This is an optimization exercise on Yosys and OpenROAD, whose aim is small area, not a production implementation. The RTL was checked by simulation tests, not by an equivalence proof against the original design. Power is estimated from default activity; no workload was simulated.

P:
## DIGITAL_CLOCK
module DIGITAL_CLOCK(
	RESETN, CLK,
	KEY,
	LCD_RS, LCD_RW,
	LCD_DATA, PIEZO
);
For scale: roughly 2000 cells after synthesis, ~260 flip-flops, ~18 I/O pins, about 0.014 mm^2 of cells after synthesis.
clock: 10.0 ns
lec_check: 0
abc_area: 1
cap_margin: 20
core_margin: 2
core_utilization: 60
cts_buf_list: sky130_fd_sc_hd__clkbuf_2
cts_cluster_size: 30
slew_margin: 20
run.sh (not shown) runs the stock make flow with config.mk's settings and CLKGATE_MAP_FILE= SYNTH_SCRIPT=/design/flow/synth_recipe.tcl, a recipe that flattens the netlist after the stock synthesis.
P finished every stage and its layout cleared the timing, design-rule and antenna checks.
Inputs modified between P and Q:
- swapping sky130_fd_sc_hd__clkbuf_2 for sky130_fd_sc_hd__clkbuf_4 in CTS_BUF_LIST
- swapping 60 for 45 in CORE_UTILIZATION
- clearing CTS_CLUSTER_SIZE, which used to be 30
Notes after the runs:
Q completed end to end with timing, DRC and antenna clean.
[compare] base=P new=Q: post-route cell area increased 2.9%, number of detailed-routing iterations run before antenna repair decreased 3.
Area of combinational cells with multiple inputs across P and Q: no real change.
More vias were needed by P than by Q.

========
Setup of ember:
DIGITAL_CLOCK, a different RTL version from the one above (not shown whole).
Size in the first run: roughly 1500 cells after synthesis, ~18 I/O pins.
clock: 10.0 ns
lec_check: 0
abc_area: 1
cap_margin: 20
core_margin: 2
core_utilization: 70
gpl_timing_driven: 0
slew_margin: 20
standard.sh (not shown) runs the stock make flow with config.mk's settings and CLKGATE_MAP_FILE= SYNTH_SCRIPT=/design/flow/synth_recipe.tcl, a recipe that flattens the netlist after the stock synthesis.
==> flow/flow/run.sh <==
#!/bin/bash
# Own flow: the standard synthesis, then the combinational cells re-mapped by stronger
# ABC scripts (flip-flops untouched; the smallest result is kept), then the standard
# layout of that netlist with small port buffers and a clock tree without dummy loads.
set -euo pipefail
W=$(pwd)
R=$W/orfs/results/${FLOW_PLATFORM}/DIGITAL_CLOCK/base
YOSYS=$FLOW_HOME/../tools/install/yosys/bin/yosys
[ -x "$YOSYS" ] || YOSYS=yosys

bash standard.sh synth > std_synth.log 2>&1
cp "$R/1_2_yosys.v" "$W/std_synth_netlist.v"

export REOPT_LIB=$FLOW_HOME/platforms/${FLOW_PLATFORM}/lib/sky130_fd_sc_hd__tt_025C_1v80.lib
export REOPT_IN=$W/std_synth_netlist.v
grep -oE '^\s*sky130_fd_sc_hd__\w*df\w*\s+\S+' "$REOPT_IN" | sort > ff_std.txt
best=""
best_area=""
for i in 1 2 3; do
  export REOPT_OUT=$W/reopt_netlist_$i.v
  export REOPT_ABC=$W/flow/reopt$i.abc
  if "$YOSYS" -c "$W/flow/reopt.tcl" > reopt_$i.log 2>&1; then
    # the flip-flops must be exactly the standard synthesis's
    grep -oE '^\s*sky130_fd_sc_hd__\w*df\w*\s+\S+' "$REOPT_OUT" | sort > ff_reopt_$i.txt
    if cmp -s ff_std.txt ff_reopt_$i.txt; then
      a=$(awk '/Chip area/ {print $NF}' "$REOPT_OUT.stat")
      echo "reopt $i: $a" >> reopt_choice.log
      if [ -z "$best" ] || awk -v a="$a" -v b="$best_area" 'BEGIN {exit !(a < b)}'; then
        best=$REOPT_OUT
        best_area=$a
      fi
    fi
  fi
done
[ -n "$best" ]
echo "kept $best ($best_area)" >> reopt_choice.log
cp "$best" "$R/1_2_yosys.v"
touch "$R/1_2_yosys.v"

# port buffers: the smallest buffer; clock tree: small buffers, no dummy loads
export BUFFER_PORTS_ARGS="-buffer_cell sky130_fd_sc_hd__buf_1"
export CTS_ARGS="-sink_clustering_enable -repair_clock_nets -dont_use_dummy_load -buf_list {sky130_fd_sc_hd__clkbuf_4} -sink_clustering_size 10 -sink_clustering_max_diameter 35"
bash standard.sh > std_layout.log 2>&1
==> flow/flow/reopt.tcl <==
# Re-map the combinational cells of the standard synthesis netlist with a stronger ABC
# script. Flip-flops stay the same instances (names and cell types): they are made black
# boxes before the netlist is flattened, so only the logic between them changes.
yosys -import
set lib $::env(REOPT_LIB)
read_liberty -overwrite -ignore_miss_func -setattr liberty_cell $lib
foreach m [split [string trim [tee -q -s result.string select -list-mod A:liberty_cell]] "\n"] {
  if {[regexp {__(df|edf|sdf|dl|sdl|einv|ebuf|conb|tap|fill|decap|diode)} $m]} { blackbox $m }
}
read_verilog -overwrite $::env(REOPT_IN)
hierarchy -top DIGITAL_CLOCK
flatten
opt_clean -purge
set du {}
foreach c {sky130_fd_sc_hd__probe_p_8 sky130_fd_sc_hd__probec_p_8 sky130_fd_sc_hd__lpflow_bleeder_1 sky130_fd_sc_hd__lpflow_clkbufkapwr_1 sky130_fd_sc_hd__lpflow_clkbufkapwr_16 sky130_fd_sc_hd__lpflow_clkbufkapwr_2 sky130_fd_sc_hd__lpflow_clkbufkapwr_4 sky130_fd_sc_hd__lpflow_clkbufkapwr_8 sky130_fd_sc_hd__lpflow_clkinvkapwr_1 sky130_fd_sc_hd__lpflow_clkinvkapwr_16 sky130_fd_sc_hd__lpflow_clkinvkapwr_2 sky130_fd_sc_hd__lpflow_clkinvkapwr_4 sky130_fd_sc_hd__lpflow_clkinvkapwr_8 sky130_fd_sc_hd__lpflow_decapkapwr_12 sky130_fd_sc_hd__lpflow_decapkapwr_3 sky130_fd_sc_hd__lpflow_decapkapwr_4 sky130_fd_sc_hd__lpflow_decapkapwr_6 sky130_fd_sc_hd__lpflow_decapkapwr_8 sky130_fd_sc_hd__lpflow_inputiso0n_1 sky130_fd_sc_hd__lpflow_inputiso0p_1 sky130_fd_sc_hd__lpflow_inputiso1n_1 sky130_fd_sc_hd__lpflow_inputiso1p_1 sky130_fd_sc_hd__lpflow_inputisolatch_1 sky130_fd_sc_hd__lpflow_isobufsrc_1 sky130_fd_sc_hd__lpflow_isobufsrc_16 sky130_fd_sc_hd__lpflow_isobufsrc_2 sky130_fd_sc_hd__lpflow_isobufsrc_4 sky130_fd_sc_hd__lpflow_isobufsrc_8 sky130_fd_sc_hd__lpflow_isobufsrckapwr_16 sky130_fd_sc_hd__lpflow_lsbuf_lh_hl_isowell_tap_1 sky130_fd_sc_hd__lpflow_lsbuf_lh_hl_isowell_tap_2 sky130_fd_sc_hd__lpflow_lsbuf_lh_hl_isowell_tap_4 sky130_fd_sc_hd__lpflow_lsbuf_lh_isowell_4 sky130_fd_sc_hd__lpflow_lsbuf_lh_isowell_tap_1 sky130_fd_sc_hd__lpflow_lsbuf_lh_isowell_tap_2 sky130_fd_sc_hd__lpflow_lsbuf_lh_isowell_tap_4} { lappend du -dont_use $c }
abc -script $::env(REOPT_ABC) -liberty $lib {*}$du
select -assert-none t:$*
opt_clean -purge
hilomap -singleton -hicell sky130_fd_sc_hd__conb_1 HI -locell sky130_fd_sc_hd__conb_1 LO
splitnets
opt_clean -purge
tee -o $::env(REOPT_OUT).stat stat -liberty $lib
write_verilog -noattr -nohex -nodec $::env(REOPT_OUT)
==> flow/flow/reopt1.abc <==
strash
dch -f
map -a
mfs2
strash
dch -f
amap
topo
==> flow/flow/reopt2.abc <==
strash
ifraig
dc2
strash
dch -f
map -a
mfs2
strash
dch -f
amap
topo
==> flow/flow/reopt3.abc <==
strash
dch -f
map -a
mfs2
strash
dch -f
map -a
mfs2
strash
dch -f
amap
topo
Input-level comparison between amber and ember:
==> flow/flow/run.sh <==
#!/bin/bash
# Own flow: the standard synthesis, then the combinational cells re-mapped by a stronger
# ABC script (flip-flops untouched), then the standard layout of that netlist.
set -euo pipefail
W=$(pwd)
R=$W/orfs/results/${FLOW_PLATFORM}/DIGITAL_CLOCK/base
YOSYS=$FLOW_HOME/../tools/install/yosys/bin/yosys
[ -x "$YOSYS" ] || YOSYS=yosys

bash standard.sh synth > std_synth.log 2>&1
cp "$R/1_2_yosys.v" "$W/std_synth_netlist.v"

export REOPT_LIB=$FLOW_HOME/platforms/${FLOW_PLATFORM}/lib/sky130_fd_sc_hd__tt_025C_1v80.lib
export REOPT_IN=$W/std_synth_netlist.v
export REOPT_OUT=$W/reopt_netlist.v
export REOPT_ABC=$W/flow/reopt.abc
"$YOSYS" -c "$W/flow/reopt.tcl" > reopt.log 2>&1

# the flip-flops must be exactly the standard synthesis's
grep -oE '^\s*sky130_fd_sc_hd__\w*df\w*\s+\S+' "$REOPT_IN" | sort > ff_std.txt
grep -oE '^\s*sky130_fd_sc_hd__\w*df\w*\s+\S+' "$REOPT_OUT" | sort > ff_reopt.txt
cmp ff_std.txt ff_reopt.txt

cp "$REOPT_OUT" "$R/1_2_yosys.v"
touch "$R/1_2_yosys.v"

# port buffers: the smallest buffer; clock tree: small buffers, no dummy loads
export BUFFER_PORTS_ARGS="-buffer_cell sky130_fd_sc_hd__buf_1"
export CTS_ARGS="-sink_clustering_enable -repair_clock_nets -dont_use_dummy_load -buf_list {sky130_fd_sc_hd__clkbuf_2 sky130_fd_sc_hd__clkbuf_4} -sink_clustering_size 30"
bash standard.sh > std_layout.log 2>&1
==> flow/flow/reopt.abc (new file) <==
strash
dch -f
map -a
mfs2
strash
dch -f
amap
topo
removed: flow/flow/reopt1.abc
removed: flow/flow/reopt2.abc
removed: flow/flow/reopt3.abc
==> comparison <==
- In the flow results for ember and amber, the multi-input combinational cell count is larger on amber.
- amber vs ember: clock network fraction of total power up
- Looking at finished layout cell area, amber sits above ember.
- Count of non-CTS buffers in the layout: amber vs ember up 4.3%
- amber -> ember: detailed placement HPWL flat
- Per the comparison of amber with ember, total length of routed met3 wires now larger; die area comparable.
Changes in fjord relative to amber:
==> flow/flow/run.sh <==
#!/bin/bash
# Own flow: the standard synthesis, then the combinational cells re-mapped by stronger
# ABC scripts (flip-flops untouched; the smallest result is kept), then the standard
# layout of that netlist with small port buffers and a clock tree without dummy loads.
set -euo pipefail
W=$(pwd)
R=$W/orfs/results/${FLOW_PLATFORM}/DIGITAL_CLOCK/base
YOSYS=$FLOW_HOME/../tools/install/yosys/bin/yosys
[ -x "$YOSYS" ] || YOSYS=yosys

bash standard.sh synth > std_synth.log 2>&1
cp "$R/1_2_yosys.v" "$W/std_synth_netlist.v"

export REOPT_LIB=$FLOW_HOME/platforms/${FLOW_PLATFORM}/lib/sky130_fd_sc_hd__tt_025C_1v80.lib
export REOPT_IN=$W/std_synth_netlist.v
grep -oE '^\s*sky130_fd_sc_hd__\w*df\w*\s+\S+' "$REOPT_IN" | sort > ff_std.txt
best=""
best_area=""
for i in 1 2 3; do
  export REOPT_OUT=$W/reopt_netlist_$i.v
  export REOPT_ABC=$W/flow/reopt$i.abc
  if "$YOSYS" -c "$W/flow/reopt.tcl" > reopt_$i.log 2>&1; then
    # the flip-flops must be exactly the standard synthesis's
    grep -oE '^\s*sky130_fd_sc_hd__\w*df\w*\s+\S+' "$REOPT_OUT" | sort > ff_reopt_$i.txt
    if cmp -s ff_std.txt ff_reopt_$i.txt; then
      a=$(awk '/Chip area/ {print $NF}' "$REOPT_OUT.stat")
      echo "reopt $i: $a" >> reopt_choice.log
      if [ -z "$best" ] || awk -v a="$a" -v b="$best_area" 'BEGIN {exit !(a < b)}'; then
        best=$REOPT_OUT
        best_area=$a
      fi
    fi
  fi
done
[ -n "$best" ]
echo "kept $best ($best_area)" >> reopt_choice.log
cp "$best" "$R/1_2_yosys.v"
touch "$R/1_2_yosys.v"

# port buffers: the smallest buffer; clock tree: small buffers, no dummy loads
export BUFFER_PORTS_ARGS="-buffer_cell sky130_fd_sc_hd__buf_1"
export CTS_ARGS="-sink_clustering_enable -repair_clock_nets -dont_use_dummy_load -buf_list {sky130_fd_sc_hd__clkbuf_4} -sink_clustering_size 8 -sink_clustering_max_diameter 30"
bash standard.sh > std_layout.log 2>&1
==> flow/flow/reopt1.abc (new file) <==
strash
dch -f
map -a
mfs2
strash
dch -f
amap
topo
==> flow/flow/reopt2.abc (new file) <==
strash
ifraig
dc2
strash
dch -f
map -a
mfs2
strash
dch -f
amap
topo
==> flow/flow/reopt3.abc (new file) <==
strash
dch -f
map -a
mfs2
strash
dch -f
map -a
mfs2
strash
dch -f
amap
topo
removed: flow/flow/reopt.abc
[summary]
Total power: fjord below amber
Summary of fjord over amber: via count of the first global-routing pass decreased 4.7%, met2 routing resource usage after global routing has decreased, met3 global-route usage +0.57 points, share of total power in the clock network down 4.0 points, detailed-routing wirelength on met1 went up by 5.9%.
amber -> fjord: TritonCTS sink count delta 0, exact match
amber and fjord ended up with nearly the same synthesized area.
On actual transition at the worst max-transition pin: between amber and fjord, it ends up lower for amber.
Combinational share of power, amber and fjord: higher on fjord

## re-timing with driven ports
The results above use ideal ports. As a check the final layouts listed here were re-extracted and re-timed, cells and wires unchanged.
Step 1 assumes that a clkbuf_16 drives the clock port and a buf_2 every other input.
Step 2 moves the port delays by t, midway between the first and last clock arrival at a register: inputs arrive t later, outputs are due t later. That takes back most of the time a late clock gives input paths.
Three values: ideal ports, drivers, drivers and shift; two values: the first two.
run	t, ns	slack for setup (ns)	hold slack, ns	worst setup path after step 2	worst data-port slew with drivers (ns)
P	0.865	4.940 / 4.940 / 4.940	0.425 / 0.425 / 0.425	register to register	0.03
Q	0.774	5.007 / 5.007 / 5.007	0.420 / 0.420 / 0.420	register to register	0.03
ember	0.671	4.321 / 4.321 / 4.321	0.421 / 0.421 / 0.421	register to register	0.03
amber	0.715	3.247 / 3.247 / 3.247	0.409 / 0.409 / 0.409	register to register	0.03
fjord	0.685	4.252 / 4.252 / 4.252	0.396 / 0.396 / 0.396	register to register	0.03
After both steps every run listed still meets setup and hold.
